Source: an optimization exercise on an open RTL-to-GDS flow (aim: small area, a short achievable clock period and few clock cycles). Production flows keep margins and buffers that such runs may drop. In this exercise RTL edits were held to simulation tests only and were not proved equivalent to the original. Power figures rest on the tool's default switching activity, not on a simulated workload.

==> flow/design.v <==
`timescale 1ns / 1ps
module decoder(inst_b,src1_reg,src2_reg,dst_reg,imm,alu_code,alu_op1_type,alu_op2_type,reg_w_enable,is_load,is_store,is_halt);
  input  wire [31:0]  inst_b;            
  output [4:0]	src1_reg;   
  output [4:0]	src2_reg;   
  output [4:0]	dst_reg;    
  output [31:0]	imm;           
  output reg   [5:0]	alu_code;       
  output reg   [1:0]	alu_op1_type;   
  output reg   [1:0]	alu_op2_type;   
  output reg	     	reg_w_enable;        
  output reg		is_load;       
  output reg		is_store;      
  output reg    is_halt;
  reg [31:0]	imm;
  reg [4:0] src1_reg;
  reg [4:0] src2_reg;
  reg [4:0] dst_reg;
  wire [6:0] opcode;
  wire [2:0] opcode_2;
  wire [6:0] opcode_3;
  assign opcode = inst_b[6:0];
  assign opcode_2 = inst_b[14:12];
  assign opcode_3 = inst_b[31:25];
  always@(*) begin
    src1_reg <= 1'd0;
    src2_reg <= 1'd0;
    dst_reg <= 1'd0;
    imm <= 32'd0;
    alu_code <= 6'd63;
    alu_op1_type <= 2'd0;
    alu_op2_type <= 2'd0;
    reg_w_enable <= 1'b0;
    is_load <= 1'b0;
    is_store <= 1'b0;
    is_halt <= 1'b0;
    case (opcode)
      7'b0010011: begin
        alu_op1_type <= 2'd1;
        alu_op2_type <= 2'd2;
        reg_w_enable <= 1'b1;
        is_load <= 1'b0;
        is_store <= 1'b0;
        is_halt <= 1'b0;
        src1_reg <= inst_b[19:15];
        src2_reg <= 0;
        dst_reg <= inst_b[11:7];
        if (opcode_2 != 3'b001 && opcode_2 != 3'b101) begin
          imm <= {{20{inst_b[31]}},inst_b[31:20]};
          case (opcode_2)
            3'b000: begin
              alu_code <= 6'd17;
            end
            3'b010: begin
              alu_code <= 6'd19;
            end
            3'b011: begin
              alu_code <= 6'd20;
            end
            3'b100: begin
              alu_code <= 6'd21;
            end
            3'b110: begin
              alu_code <= 6'd22;
            end
            3'b111: begin
              alu_code <= 6'd23;
            end
          endcase
        end
        else begin
          imm <= {{27{inst_b[24]}},inst_b[24:20]};
          if (opcode_2 == 3'b001) begin
            alu_code <= 6'd24;
          end
          else if (opcode_2 == 3'b101) begin
            if (opcode_3 == 7'b0000000) begin
              alu_code <= 6'd25;
            end
            else begin
              alu_code <= 6'd26;
            end
          end
        end
      end
      7'b0110011: begin
        alu_op1_type <= 2'd1;
        alu_op2_type <= 2'd1;
        reg_w_enable <= 1'b1;
        is_load <= 1'b0;
        is_store <= 1'b0;
        is_halt <= 1'b0;
        src1_reg <= inst_b[19:15];
        src2_reg <= inst_b[24:20];
        dst_reg <= inst_b[11:7];
        imm <= 32'b0;
        case (opcode_2)
          3'b000: begin
            if (opcode_3 == 7'b0000000) begin
              alu_code <= 6'd17;
            end
            else if (opcode_3 == 7'b0100000) begin
              alu_code <= 6'd18;
            end
          end
          3'b001: begin
              alu_code <= 6'd24;
          end
          3'b010: begin
              alu_code <= 6'd19;
          end
          3'b011: begin
              alu_code <= 6'd20;
          end
          3'b100: begin
              alu_code <= 6'd21;
          end
          3'b101: begin
            if (opcode_3 == 7'b0000000) begin
              alu_code <= 6'd25;
            end
            else if (opcode_3 == 7'b0100000) begin
              alu_code <= 6'd26;
            end
          end
          3'b110: begin
              alu_code <= 6'd22;
          end
          3'b111: begin
              alu_code <= 6'd23;
          end
        endcase
      end
    7'b0110111: begin
        alu_op1_type <= 2'd0;
        alu_op2_type <= 2'd2;
        reg_w_enable <= 1'b1;
        is_load <= 1'b0;
        is_store <= 1'b0;
        is_halt <= 1'b0;
        src1_reg <= 0;
        src2_reg <= 0;
        dst_reg <= inst_b[11:7];
        imm <= {inst_b[31:12],{12{1'b0}}};
        alu_code <= 6'd0;
    end
    7'b0010111: begin
        alu_op1_type <= 2'd2;
        alu_op2_type <= 2'd3;
        reg_w_enable <= 1'b1;
        is_load <= 1'b0;
        is_store <= 1'b0;
        is_halt <= 1'b0;
        src1_reg <= 0;
        src2_reg <= 0;
        dst_reg <= inst_b[11:7];
        imm <= {inst_b[31:12],{12{1'b0}}};
        alu_code <= 6'd17;
    end
    7'b1101111: begin
        alu_op1_type <= 2'd0;
        alu_op2_type <= 2'd3;
        reg_w_enable <= 1'b1;
        if (inst_b[11:7] == 5'b00000) begin
          reg_w_enable <= 1'b0; 
        end
        is_load <= 1'b0;
        is_store <= 1'b0;
        is_halt <= 1'b0;
        src1_reg <= 0;
        src2_reg <= 0;
        dst_reg <= inst_b[11:7];
        imm <= {{11{inst_b[31]}},inst_b[31],inst_b[19:12],inst_b[20],inst_b[30:21],{1'b0}};
        alu_code <= 6'd1;
    end
    7'b1100111: begin
        alu_op1_type <= 2'd1;
        alu_op2_type <= 2'd3;
        reg_w_enable <= 1;
        if (inst_b[11:7] == 5'b00000) begin
          reg_w_enable <= 1'b0; 
        end
        is_load <= 1'b0;
        is_store <= 1'b0;
        is_halt <= 1'b0;
        src1_reg <= inst_b[19:15];
        src2_reg <= 0;
        dst_reg <= inst_b[11:7];
        imm <= {{20{inst_b[31]}},inst_b[31:20]};
        alu_code <= 6'd2;
    end
    7'b1100011:begin
        alu_op1_type <= 2'd1;
        alu_op2_type <= 2'd1;
        reg_w_enable <= 1'b0;
        is_load <= 1'b0;
        is_store <= 1'b0;
        is_halt <= 1'b0;
        src1_reg <= inst_b[19:15];
        src2_reg <= inst_b[24:20];
        dst_reg <= 1'd0;
        imm <= {{19{inst_b[31]}},inst_b[31],inst_b[7],inst_b[30:25],inst_b[11:8],{1'b0}};
        case (opcode_2)
          3'b000: begin
            alu_code <= 6'd3;
          end
          3'b001: begin
            alu_code <= 6'd4;
          end
          3'b100: begin
            alu_code <= 6'd5;
          end
          3'b101: begin
            alu_code <= 6'd6;
          end
          3'b110: begin
            alu_code <= 6'd7;
          end
          3'b111: begin
            alu_code <= 6'd8;
          end
        endcase
    end
    7'b0100011: begin
        alu_op1_type <= 2'd1;
        alu_op2_type <= 2'd2;
        reg_w_enable <= 1'b0;
        is_load <= 1'b0;
        is_store <= 1'b1;
        is_halt <= 1'b0;
        src1_reg <= inst_b[19:15];
        src2_reg <= inst_b[24:20];
        dst_reg <= 1'd0;
        imm <= {{20{inst_b[31]}},inst_b[31:25],inst_b[11:7]};
      case (opcode_2)
        3'b000: begin
          alu_code <= 6'd14;
        end
        3'b001: begin
          alu_code <= 6'd15;
        end
        3'b010: begin
          alu_code <= 6'd16;
        end
      endcase
    end
    7'b0000011: begin
        alu_op1_type <= 2'd1;
        alu_op2_type <= 2'd2;
        reg_w_enable <= 1'b1;
        is_load <= 1'b1;
        is_store <= 1'b0;
        is_halt <= 1'b0;
        src1_reg <= inst_b[19:15];
        src2_reg <= 0;
        dst_reg <= inst_b[11:7];
        imm <= {{20{inst_b[31]}},inst_b[31:20]};
        case (opcode_2)
          3'b000: begin
            alu_code <= 6'd9;
          end
          3'b001: begin
            alu_code <= 6'd10;
          end
          3'b010: begin
            alu_code <= 6'd11;
          end
          3'b100: begin
            alu_code <= 6'd12;
          end
          3'b101: begin
            alu_code <= 6'd13;
          end
        endcase
    end
    default: begin
      src1_reg <= 1'd0;
      src2_reg <= 1'd0;
      dst_reg <= 1'd0;
      imm <= 32'd0;
      alu_code <= 6'd63;
      alu_op1_type <= 2'd0;
      alu_op2_type <= 2'd0;
      reg_w_enable <= 1'b0;
      is_load <= 1'b0;
      is_store <= 1'b0;
      is_halt <= 1'b1;
    end
    endcase
  end
endmodule
`timescale 1ns / 1ps
module alu(alucode,op1,op2,alu_result,br_taken,mem_access_width,is_load_unsigned);
  input wire [5:0] alucode;      
  input wire [31:0] op1;         
  input wire [31:0] op2;         
  output reg [31:0] alu_result;  
  output reg br_taken;    
  output reg [1:0] mem_access_width;
  output reg is_load_unsigned;
  wire signed [31:0] op1_signed;
  wire signed [31:0] op2_signed;
  assign op1_signed = $signed(op1);
  assign op2_signed = $signed(op2);
  always@(*) begin
    alu_result <= 32'd0;
    br_taken <= 1'b0;
    mem_access_width <= 2'd0;
    is_load_unsigned <= 1'b0;
    case (alucode)
      6'd0: begin
        alu_result <= op2;
        br_taken <= 1'b0;
        mem_access_width <= 2'd0;
        is_load_unsigned <= 1'b0;
      end
      6'd1: begin
        alu_result <= op2 + 4;
        br_taken <= 1'b1;
        mem_access_width <= 2'd0;
        is_load_unsigned <= 1'b0;
      end
      6'd2: begin
        alu_result <= op2 + 4;
        br_taken <= 1'b1;
        mem_access_width <= 2'd0;
        is_load_unsigned <= 1'b0;
      end
      6'd3: begin
        alu_result <= 0;
        br_taken <= (op1 == op2) ? 1'b1 : 1'b0;
        mem_access_width <= 2'd0;
        is_load_unsigned <= 1'b0;
      end
      6'd4: begin
        alu_result <= 0;
        br_taken <= op1 != op2 ? 1'b1 : 1'b0;
        mem_access_width <= 2'd0;
        is_load_unsigned <= 1'b0;
      end
      6'd5: begin
        alu_result <= 0;
        if (op1_signed < op2_signed) begin
          br_taken <= 1'b1;
        end
        else begin
          br_taken <= 1'b0;
        end
        mem_access_width <= 2'd0;
        is_load_unsigned <= 1'b0;
      end
      6'd6: begin
        alu_result <= 0;
        if (op1_signed >= op2_signed) begin
          br_taken <= 1'b1;
        end
        else begin
          br_taken <= 1'b0;
        end
        mem_access_width <= 2'd0;
        is_load_unsigned <= 1'b0;
      end
      6'd7: begin
        alu_result <= 0;
        br_taken <= op1 < op2 ? 1'b1 : 1'b0;
        mem_access_width <= 2'd0;
        is_load_unsigned <= 1'b0;
      end
      6'd8: begin
        alu_result <= 0;
        br_taken <= op1 >= op2 ? 1'b1 : 1'b0;
        mem_access_width <= 2'd0;
        is_load_unsigned <= 1'b0;
      end
      6'd9: begin
        alu_result <= op1 + op2;
        br_taken <= 1'b0;
        mem_access_width <= 2'd1;
        is_load_unsigned <= 1'b0;
      end
      6'd10: begin
        alu_result <= op1 + op2;
        br_taken <= 1'b0;
        mem_access_width <= 2'd2;
        is_load_unsigned <= 1'b0;
      end
      6'd11: begin
        alu_result <= op1 + op2;
        br_taken <= 1'b0;
        mem_access_width <= 2'd3;
        is_load_unsigned <= 1'b0;
      end
      6'd12: begin
        alu_result <= op1 + op2;
        br_taken <= 1'b0;
        mem_access_width <= 2'd1;
        is_load_unsigned <= 1'b1;
      end
      6'd13: begin
        alu_result <= op1 + op2;
        br_taken <= 1'b0;
        mem_access_width <= 2'd2;
        is_load_unsigned <= 1'b1;
      end
      6'd14: begin
        alu_result <= op1 + op2;
        br_taken <= 1'b0;
        mem_access_width <= 2'd1;
        is_load_unsigned <= 1'b0;
      end
      6'd15: begin
        alu_result <= op1 + op2;
        br_taken <= 1'b0;
        mem_access_width <= 2'd2;
        is_load_unsigned <= 1'b0;
      end
      6'd16: begin
        alu_result <= op1 + op2;
        br_taken <= 1'b0;
        mem_access_width <= 2'd3;
        is_load_unsigned <= 1'b0;
      end
      6'd17: begin
        alu_result <= (op1 + op2) & 32'hffffffff;
        br_taken <= 1'b0;
        mem_access_width <= 2'd0;
        is_load_unsigned <= 1'b0;
      end
      6'd18: begin
        alu_result <= op1 - op2;
        br_taken <= 1'b0;
        mem_access_width <= 2'd0;
        is_load_unsigned <= 1'b0;
      end
      6'd19: begin
        if (op1_signed < op2_signed) begin
          alu_result <= 1;
        end
        else begin
          alu_result <= 0;
        end
        br_taken <= 1'b0;
        mem_access_width <= 2'd0;
        is_load_unsigned <= 1'b0;
      end
      6'd20: begin
        alu_result <= op1 < op2 ? 1 : 0;;
        br_taken <= 1'b0;
        mem_access_width <= 2'd0;
        is_load_unsigned <= 1'b0;
      end
      6'd21: begin
        alu_result <= op1 ^ op2;
        br_taken <= 1'b0;
        mem_access_width <= 2'd0;
        is_load_unsigned <= 1'b0;
      end
      6'd22: begin
        alu_result <= op1 | op2;
        br_taken <= 1'b0;
        mem_access_width <= 2'd0;
        is_load_unsigned <= 1'b0;
      end
      6'd23: begin
        alu_result <= op1 & op2;
        br_taken <= 1'b0;
        mem_access_width <= 2'd0;
        is_load_unsigned <= 1'b0;
      end
      6'd24: begin
        alu_result <= op1 << (op2 & 5'b11111);
        br_taken <= 1'b0;
        mem_access_width <= 2'd0;
        is_load_unsigned <= 1'b0;
      end
      6'd25: begin
        alu_result <= op1 >> (op2 & 5'b11111);
        br_taken <= 1'b0;
        mem_access_width <= 2'd0;
        is_load_unsigned <= 1'b0;
      end
      6'd26: begin
        alu_result <= $signed(op1) >>> ($signed(op2) & 5'b11111);
        br_taken <= 1'b0;
        mem_access_width <= 2'd0;
        is_load_unsigned <= 1'b0;
      end
      6'd63: begin
        alu_result <= 32'd0;
        br_taken <= 1'b0;
        mem_access_width <= 2'd0;
        is_load_unsigned <= 1'b0;
      end
    endcase
  end
endmodule
`timescale 1ns / 1ps
module exec_switcher(pc,rs1,rs2,imm,alu_code,alu_op1_type,alu_op2_type,alu_op1,alu_op2,npc_op1,npc_op2);
  input wire [31:0] pc;
  input wire [31:0] rs1;
  input wire [31:0] rs2;
  input wire [31:0] imm;
  input wire [5:0] alu_code;
  input wire [1:0] alu_op1_type;
  input wire [1:0] alu_op2_type;
  output wire [31:0] alu_op1;
  output wire [31:0] alu_op2;
  output [31:0] npc_op1;
  output [31:0] npc_op2;
  reg [31:0] npc_op1;
  reg [31:0] npc_op2;
  assign alu_op1 = (alu_op1_type == 2'd1) ? rs1 : (alu_op1_type == 2'd2) ? imm : (alu_op1_type == 2'd3) ? pc :  32'd0;
  assign alu_op2 = (alu_op2_type == 2'd1) ? rs2 : (alu_op2_type == 2'd2) ? imm : (alu_op2_type == 2'd3) ? pc :  32'd0;
  always@(*) begin
    case (alu_code)
      6'd1: begin
        npc_op1 <= pc;
        npc_op2 <= imm;
      end
      6'd2: begin
        npc_op1 <= rs1;
        npc_op2 <= imm;
      end
      6'd3: begin
        npc_op1 <= pc;
        npc_op2 <= imm;
      end
      6'd4: begin
        npc_op1 <= pc;
        npc_op2 <= imm;
      end
      6'd5: begin
        npc_op1 <= pc;
        npc_op2 <= imm;
      end
      6'd6: begin
        npc_op1 <= pc;
        npc_op2 <= imm;
      end
      6'd7: begin
        npc_op1 <= pc;
        npc_op2 <= imm;
      end
      6'd8: begin
        npc_op1 <= pc;
        npc_op2 <= imm;
      end
      default : begin
        npc_op1 <= pc;
        npc_op2 <= 32'd4;
      end
    endcase
  end
endmodule
`timescale 1ns / 1ps
module npc_gen(npc_op1,npc_op2,br_taken,npc);
  input wire [31:0] npc_op1;
  input wire [31:0] npc_op2;
  input wire br_taken;
  output wire [31:0] npc;
  assign npc = (br_taken == 1'b1) ? npc_op1 + npc_op2 : npc_op1 + 4;
endmodule
`timescale 1ns / 1ps
module writeback_gen(is_load,mem_r_data,alu_result,writeback_data);
  input wire is_load;
  input wire [31:0] mem_r_data;
  input wire [31:0] alu_result;
  output wire [31:0] writeback_data;
  assign writeback_data = is_load ? mem_r_data : alu_result;
endmodule
`timescale 1ns / 1ps
module reg_file(clk, rstd, w_data, r_addr1, r_addr2, w_addr, w_enable, r_data1, r_data2);
	input	clk, rstd, w_enable;
	input	[31:0]	w_data;
	input	[4:0]	r_addr1, r_addr2, w_addr;
	output	[31:0]	r_data1, r_data2;
	reg		[31:0]	register_file[0:31];
  wire [31:0] sum;
  assign sum = register_file[3];
	assign r_data1 = register_file[r_addr1];
	assign r_data2 = register_file[r_addr2];
	always @(negedge rstd or posedge clk) begin
    if (rstd == 0)	begin
      for (integer i = 0; i < 32; i = i+1) begin
        register_file[i] <= 32'h00000000;
      end
    end
    else if (w_enable == 1)	begin
      register_file[w_addr] <= w_data;
    end
  end
endmodule
`timescale 1ns / 1ps
module risky(
  input  wire        clk,
  input  wire        rst_n,
  output wire [29:0] imem_addr,
  input  wire [31:0] imem_rdata,
  output wire [29:0] dmem_addr,
  output wire [31:0] dmem_wdata,
  output wire [3:0]  dmem_wstrb,
  input  wire [31:0] dmem_rdata
);
  reg [2:0]  stage;
  reg [31:0] pc;
  reg [31:0] inst_reg;
  wire [4:0]  src1_reg;
  wire [4:0]  src2_reg;
  wire [4:0]  dst_reg;
  wire [31:0] imm;
  wire [5:0]  alu_code;
  wire [1:0]  alu_op1_type;
  wire [1:0]  alu_op2_type;
  wire        w_enable;
  wire        is_load;
  wire        is_store;
  wire        is_halt;
  decoder decoder(inst_reg,src1_reg,src2_reg,dst_reg,imm,alu_code,alu_op1_type,alu_op2_type,w_enable,is_load,is_store,is_halt);
  wire [31:0] src1_data;
  wire [31:0] src2_data;
  wire [31:0] writeback_data;
  reg         wb_pending;
  reg  [4:0]  wb_dst;
  wire        wb_w_enable = (stage == 3'd0) && wb_pending;
  reg_file reg_file(clk, rst_n, writeback_data, src1_reg, src2_reg, wb_dst, wb_w_enable, src1_data, src2_data);
  reg [31:0] pc_reg_ex;
  reg [31:0] src1_data_reg;
  reg [31:0] src2_data_reg;
  reg [31:0] imm_reg;
  reg [5:0]  alu_code_reg;
  reg [1:0]  alu_op1_type_reg;
  reg [1:0]  alu_op2_type_reg;
  reg        is_load_ex;
  reg        is_store_ex;
  reg        w_enable_ex;
  reg [4:0]  dst_reg_ex;
  wire [31:0] alu_op1;
  wire [31:0] alu_op2;
  wire [31:0] npc_op1;
  wire [31:0] npc_op2;
  wire [31:0] alu_result;
  wire        br_taken;
  wire [1:0]  mem_access_width;
  wire        is_load_unsigned;
  wire [31:0] npc;
  exec_switcher exec_switcher(pc_reg_ex,src1_data_reg,src2_data_reg,imm_reg,alu_code_reg,alu_op1_type_reg,alu_op2_type_reg,alu_op1,alu_op2,npc_op1,npc_op2);
  alu alu(alu_code_reg,alu_op1,alu_op2,alu_result,br_taken,mem_access_width,is_load_unsigned);
  npc_gen npc_gen(npc_op1,npc_op2,br_taken,npc);
  reg [31:0] alu_result_reg;
  reg [31:0] npc_reg;
  reg [1:0]  mem_access_width_reg;
  reg        is_load_unsigned_reg;
  reg        is_load_ma;
  reg        is_store_ma;
  reg        w_enable_ma;
  reg [4:0]  dst_reg_ma;
  reg [31:0] w_data_reg;
  wire [1:0]  offset = alu_result_reg[1:0];
  reg  [31:0] shifted_w_data;
  reg  [3:0]  w_strb;
  always @(*) begin
    case (mem_access_width_reg)
      2'd1: begin
        shifted_w_data = (w_data_reg & 32'hff) << (offset*8);
        w_strb = 4'b0001 << offset;
      end
      2'd2: begin
        shifted_w_data = (w_data_reg & 32'hffff) << (offset*8);
        w_strb = 4'b0011 << offset;
      end
      2'd3: begin
        shifted_w_data = w_data_reg;
        w_strb = 4'b1111;
      end
      default: begin
        shifted_w_data = 32'd0;
        w_strb = 4'b0000;
      end
    endcase
  end
  assign imem_addr  = pc[31:2];
  assign dmem_addr  = alu_result_reg[31:2];
  assign dmem_wdata = shifted_w_data;
  assign dmem_wstrb = (stage == 3'd4 && is_store_ma) ? w_strb : 4'b0000;
  reg        wb_is_load;
  reg [31:0] wb_result;
  reg [1:0]  wb_width;
  reg        wb_unsigned;
  reg [1:0]  wb_offset;
  function [31:0] r_data_gen;
    input [31:0] row_r_data;
    input [1:0] mem_access_width;
    input is_load_unsigned;
    input [1:0] offset;
    begin
      case (mem_access_width)
        2'd1: begin
          r_data_gen = is_load_unsigned
            ? ({32{1'b0}}) | ((row_r_data >> (offset * 8)) & 8'hff)
            : ({32{row_r_data[(offset+1) * 8 - 1]}} << 8) | ((row_r_data >> (offset * 8)) & 8'hff)
            ;
        end
        2'd2: begin
          r_data_gen = is_load_unsigned
            ? ({32{1'b0}}) | ((row_r_data >> (offset * 8)) & 16'hffff)
            : ({32{row_r_data[(offset + 2) * 8  -1]}} << 16) | ((row_r_data >> (offset * 8)) & 16'hffff)
            ;
        end
        default: begin
          r_data_gen = row_r_data;
        end
      endcase
    end
  endfunction
  wire [31:0] r_data = r_data_gen(dmem_rdata, wb_width, wb_unsigned, wb_offset);
  writeback_gen writeback_gen(wb_is_load, r_data, wb_result, writeback_data);
  always @(posedge clk or negedge rst_n) begin
    if (!rst_n) begin
      stage <= 3'd0;
      pc <= 32'd0;
      wb_pending <= 1'b0;
    end
    else begin
      case (stage)
        3'd0: begin
          stage <= 3'd1;
          wb_pending <= 1'b0;
        end
        3'd1: begin
          stage <= 3'd2;
        end
        3'd2: begin
          stage <= 3'd3;
        end
        3'd3: begin
          stage <= 3'd4;
        end
        3'd4: begin
          stage <= 3'd0;
          pc <= {npc_reg[31:1], 1'b0};
          wb_pending <= w_enable_ma;
        end
        default: begin
          stage <= 3'd0;
        end
      endcase
    end
  end
  always @(posedge clk or negedge rst_n) begin
    if (!rst_n) begin
      alu_result_reg <= 32'd0;
    end
    else if (stage == 3'd3) begin
      alu_result_reg <= alu_result;
    end
  end
  always @(posedge clk) begin
    case (stage)
      3'd1: begin
        inst_reg <= imem_rdata;
      end
      3'd2: begin
        pc_reg_ex <= pc;
        src1_data_reg <= src1_data;
        src2_data_reg <= src2_data;
        imm_reg <= imm;
        alu_code_reg <= alu_code;
        alu_op1_type_reg <= alu_op1_type;
        alu_op2_type_reg <= alu_op2_type;
        is_load_ex <= is_load;
        is_store_ex <= is_store;
        w_enable_ex <= (dst_reg == 5'd0) ? 1'b0 : w_enable;
        dst_reg_ex <= dst_reg;
      end
      3'd3: begin
        npc_reg <= npc;
        mem_access_width_reg <= mem_access_width;
        is_load_unsigned_reg <= is_load_unsigned;
        is_load_ma <= is_load_ex;
        is_store_ma <= is_store_ex;
        w_enable_ma <= w_enable_ex;
        dst_reg_ma <= dst_reg_ex;
        w_data_reg <= src2_data_reg;
      end
      3'd4: begin
        wb_is_load <= is_load_ma;
        wb_result <= alu_result_reg;
        wb_width <= mem_access_width_reg;
        wb_unsigned <= is_load_unsigned_reg;
        wb_offset <= offset;
        wb_dst <= dst_reg_ma;
      end
      default: begin
      end
    endcase
  end
endmodule
==> flow/run.sh <==
#!/bin/bash
# synth_recipe.tcl (not shown) runs the flow's synth.tcl, then flattens the netlist and writes it again
# the make line also repeats each setting of config.mk as NAME=value (left out here)
make -C /OpenROAD-flow-scripts/flow DESIGN_CONFIG=/design/flow/config.mk WORK_HOME=/design/flow/orfs CLKGATE_MAP_FILE= SYNTH_SCRIPT=/design/flow/synth_recipe.tcl finish
==> flow/config.mk <==
export PLATFORM = sky130hd
export DESIGN_NAME = risky
export DESIGN_NICKNAME = risky
export VERILOG_FILES = /design/flow/design.v
export SDC_FILE = /design/flow/constraint.sdc
export NUM_CORES = 4
export LEC_CHECK = 0
export CAP_MARGIN = 20
export CORE_MARGIN = 2
export CORE_UTILIZATION = 30
export PLACE_DENSITY = 0.5
export SLEW_MARGIN = 20
==> flow/constraint.sdc <==
create_clock -name core_clock -period 10.0 [get_ports {clk}]
set_input_delay 2.0000 -clock core_clock [delete_from_list [all_inputs] [get_ports {clk}]]
set_output_delay 2.0000 -clock core_clock [all_outputs]
set_load 0.01 [all_outputs]
==> out/metrics.sh <==
DRC=0
LAYOUT-DRIVE-GT1-SHARE_PCT=9.63
WIRELENGTH_UM=423000
COMBINED_FLIP_FLOP_AND_LATCH_CELL_AREA_MM2=0.0361
PLACEMENTROWS=184
SYNTH.LARGEST_AREA_CELL='sky130_fd_sc_hd__dfrtp_1'
CP_COMMON_CELL='sky130_fd_sc_hd__buf_4'
SYNTH_COMMON_CELLS='sky130_fd_sc_hd__nand2_1, sky130_fd_sc_hd__o21ai_0, sky130_fd_sc_hd__dfrtp_1'
NUMBER_OF_GLOBAL_ROUTE_VIAS_BEFORE_REPAIR=69100
IO_BUFFERS=161
YS_DOMINANT_REG_CELL='sky130_fd_sc_hd__dfrtp_1'
CTS_INSERTED_BUFFERS=163
INITIAL_CORE_UTIL_PCT=30.2
POST_DRT_WL_PER_CELL_UM=36.5
ROUTE.VIAS.TOTAL=73800
SYNTH-WARNING-COUNT=6
WORST_SETUP_PATH_START_KIND='flip-flop'
POST_CTS_RESIZE_COUNT=0
CLKSLEWWORSTSETUPHOLDPATHS_NS=0.06
SYN_INST=8331
GRT_MAX_DEGREE=165
PRECTSSETUPSLACK_NS=3.79
POST-CTS-SETUP-BUFFERS=0
RSZ_0062_RAISED_AFTER_GLOBAL_ROUTING='false'
POWER.IR.VDD_WORST_V=0.000132
CLOCK-SKEW-FINAL_NS=0.0730
CRITICAL_PATH_PEAK_FANOUT=53
POSTSYNTH.ASYNCRESETSHARE_PCT=78.9
WORSTPATHCELLLIST='buf_4 > nor2b_2 > buf_4 > a22o_1 > ha_1 > nor2_1 > nand3_1 > or2_2 > a211oi_1 > a21oi_1 > o21ai_1 > o221a_1 > a211o_2 > buf_4 > mux2i_1 > xnor2_1'
DETAIL_ROUTE.FIRST_PASS.ITERATIONS=7
CRITICAL_PATH.MAX_STAGE_DELAY_NS=0.63
FINALHOLDVIOLATIONS=0
ENDPOINT_KIND='flip-flop'
WORST-SETUP-PATH-TYPE='flip-flop to flip-flop'
MIN_PERIOD_OVER_PERIOD_PCT=63.2
REG2REG_DEPTH=16
SYN_AREA_MM2=0.0761
FP.DIEAREA_MM2=0.258
CAP_VIOLATIONS=0
SLOWEST_STAGE='sky130_fd_sc_hd__o21ai_1'
TOTALPOWERFINAL_W=0.0128
HOLD_BUFFERS=0
DP.CELLS=11300
FINAL_PERIOD_MINUS_WORST_SETUP_SLACK_NS=6.32
SYN2LAYOUT_AREA_GROWTH_PCT=14.6
CTS.ROOT.BUFFER_CELL='sky130_fd_sc_hd__clkbuf_16'
TIMING.SETUP.TNS_NS=0
MULTI_INPUT_AREA_MM2=0.0373
CLKLATENCYLATEPIN_NS=0.89
VIAS_PER_INSTANCE=6.36
FINAL_CORE_UTIL_PCT=34.6
NUMCLOCKSINKS=1383
AVGSYNTHCELLAREA_UM2=9.14
SYNTH-SIMPLE-AREA-SHARE_PCT=14.2
POST_SYNTH_CELL_TYPES=86
STATUS='complete, no violations'
LAYOUT_SETUP_WS_NS=3.68
DRT_ITER0_DRC=12400
OVERFLOW=0
MAIN_COMBINATIONAL_CELL_FAMILY_BY_AREA_AFTER_SYNTHESIS='compound AO/OA/AOI/OAI gates'
IO_PINS=162
TIGHTEST_SLEW_NS=1.26
MUXSHAREOFSYNTHAREA_PCT=4.38
SYNTH-EDFF-COUNT=292
CP.REQUIRED_NS=10.57
FILLERINSTANCES=25800
HOLD_CLASS='flip-flop to flip-flop'
GR-USAGE-ALL-LAYERS_PCT=31.7
MAPPEDNETLISTNETS=8539
TOP_REGISTER='reg_file.register_file'
GRT_PASS1_WL_UM=577000
CLK_PATH_BUF_DEPTH=3
WORSTHOLDPATHCELLS=0
YOSYS.AREA_SHARE.XOR_XNOR_PCT=0.886
SYNTH_ADDER_AREA_SHARE_PCT=2.36
DIE_H_UM=508
MAX_CLOCK_FREQ_MHz=158
NETLIST_TOP_CELLS_AREA='sky130_fd_sc_hd__dfrtp_1, sky130_fd_sc_hd__edfxtp_1, sky130_fd_sc_hd__o21ai_0'
TIMING.SLEW.HEADROOM_PCT=15.9
YOSYSMOSTFREQUENTCELL='sky130_fd_sc_hd__nand2_1'
DRV_SLEW=0
ANTENNA_FOUND_INITIAL=47
SYNTH_SEQ_AREA_SHARE_PCT=47.4
POWER_LEAKAGE_nW=36.6
DIE_X_UM=508
CTS_TREE='yes'
CP.ARRIVAL_NS=6.88
SYNTH.TOP_CELL.AREA_SHARE_PCT=35.9
LARGEST_REGISTER_FF_COUNT=1024
SYNTH_COMPOUND_GATE_AREA_SHARE_PCT=25.9
GPL_CONGESTION=0.992
FINAL-SETUP-VIOL-COUNT=0
NETS=8314
POST-DP-HPWL_UM=269000
ROUTE.ANTENNA.REMAINING_NETS=0
NON_FILLER_INSTANCE_COUNT_AFTER_LAYOUT=11600
YS_SEQ_ELEMENTS=1383
HTREE_LEVELS=4
FLOORPLAN.CORE_AREA_MM2=0.252
CELLPOWERDENSITY_mW_PER_MM2=147
[critical path: cells and delay by family (launching register included)]
kind | cells | cell delay [ns]
AOI/OAI and AO/OA | 6 | 2.18
adders and majority gates | 1 | 0.42
muxes | 1 | 0.31
DFF | 1 | 0.32
xor gates and xnor gates | 1 | 0.10
buffers and inverters | 3 | 1.32
and+or+nand+nor | 4 | 1.33
[layout make-up]
class | instances | area share [%]
timing repair buffer | 396 | 4.00
antenna | 21 | 0.0602
multi-input combinational | 6024 | 42.7
clock inverter | 61 | 0.989
tap | 3348 | 4.80
clock buffer | 239 | 5.49
sequential | 1383 | 41.3
inverter | 138 | 0.597
[where the power goes]
group	leakage, nW	total (W)	internal (W)	switching [W]
combinational	21.4	0.000573	0.000156	0.000417
sequential	12.4	0.00593	0.00584	0.0000902
clock	2.75	0.00631	0.00362	0.00269
total	36.6	0.0128	0.00962	0.00319
[layer usage]
metal,GRT usage (%),share of wire [%],vias to the layer above
met2,47.2,43,5367
li1,-,-,30300
met3,9.79,11,1489
met1,40.4,39,36600
met4,18.9,7.1,24
met5,0,0.039,-
[through the flow]
step,cell area (um^2),hold WS (ns)
6_report,87300,0.419
5_1_grt,87200,0.427
4_1_cts,87200,0.421
3_5_place_dp,81500,0.406
3_3_place_gp,81500,0.401
2_1_floorplan,76100,0.400
[layout by cell type (no fill, tap or decap), types with 33 or more instances in the layout]
cell                              count
sky130_fd_sc_hd__clkbuf_8            34
sky130_fd_sc_hd__a222oi_1            42
sky130_fd_sc_hd__nor3_1              86
sky130_fd_sc_hd__a21oi_1            232
sky130_fd_sc_hd__o211ai_1            40
sky130_fd_sc_hd__ha_1               139
sky130_fd_sc_hd__nand4_1            153
sky130_fd_sc_hd__nor2_1             312
sky130_fd_sc_hd__nand3_1            162
sky130_fd_sc_hd__buf_4              226
sky130_fd_sc_hd__o22ai_1             33
sky130_fd_sc_hd__a21o_1              44
sky130_fd_sc_hd__o21ai_0           1244
sky130_fd_sc_hd__dfrtp_1           1091
sky130_fd_sc_hd__nand2_1           1439
sky130_fd_sc_hd__a221oi_1           254
sky130_fd_sc_hd__nor2_4              57
sky130_fd_sc_hd__a22oi_1            534
sky130_fd_sc_hd__edfxtp_1           292
sky130_fd_sc_hd__inv_1              132
sky130_fd_sc_hd__and2_1              47
sky130_fd_sc_hd__clkdlybuf4s50_1    160
sky130_fd_sc_hd__xnor2_1             52
sky130_fd_sc_hd__a211oi_1            46
sky130_fd_sc_hd__mux2i_1            188
sky130_fd_sc_hd__clkbuf_16          167
sky130_fd_sc_hd__a22o_1             272
sky130_fd_sc_hd__clkbuf_1            38
sky130_fd_sc_hd__mux2_2             112
[cells by family (layout without fill, tap and decap cells)]
kind of cell | Yosys count | after routing
flip-flops | 1383 | 1383
buffers and inverters | 924 | 834
multiplexers | 313 | 313
adder cells (fa/ha/maj) | 142 | 142
AO/OA/AOI/OAI | 2999 | 2999
other | 0 | 21
AND/OR/NAND/NOR | 2493 | 2493
XOR/XNOR | 77 | 77
[worst paths after layout]
| check | slack, ns | to | startpoint |
|---|---|---|---|
| max | 3.68 | npc_reg[31] | alu_op2_type_reg[1] |
| min | 0.42 | wb_dst[0] | dst_reg_ma[0] |
| max reg2reg | 3.68 | npc_reg[31] | alu_op2_type_reg[1] |
| min reg2reg | 0.42 | wb_dst[0] | dst_reg_ma[0] |
| max in group asynchronous | 6.60 | pc[30] | rst_n |
| min in group asynchronous | 1.17 | reg_file.register_file[9][1] | rst_n |

separate check: timing with driven ports:
Ports are ideal in the flow. The routed layout listed here was re-timed in OpenROAD.
Step 1 sets driving cells, clkbuf_16 on the clock port and buf_2 on the other inputs (assumed; they add their load-dependent delay and slew).
Step 2, shift: input delay + t, output delay - t, t = (earliest + latest rising clock arrival at the registers) / 2. This alone moves slack from input paths to output paths.
a / b / c = ideal ports / drivers / drivers and shift; a / b = the first two.
shift t [ns]: 0.939
slack for setup (ns): 3.680 / 3.680 / 3.680
worst hold slack (ns): 0.419 / 0.419 / 0.419
slew at the worst register clock pin (ns): 0.07 / 0.07
After both steps this run still meets setup and hold. For this run, drivers alone change the setup slack by 0.000 ns; drivers and shift together by 0.000 ns.
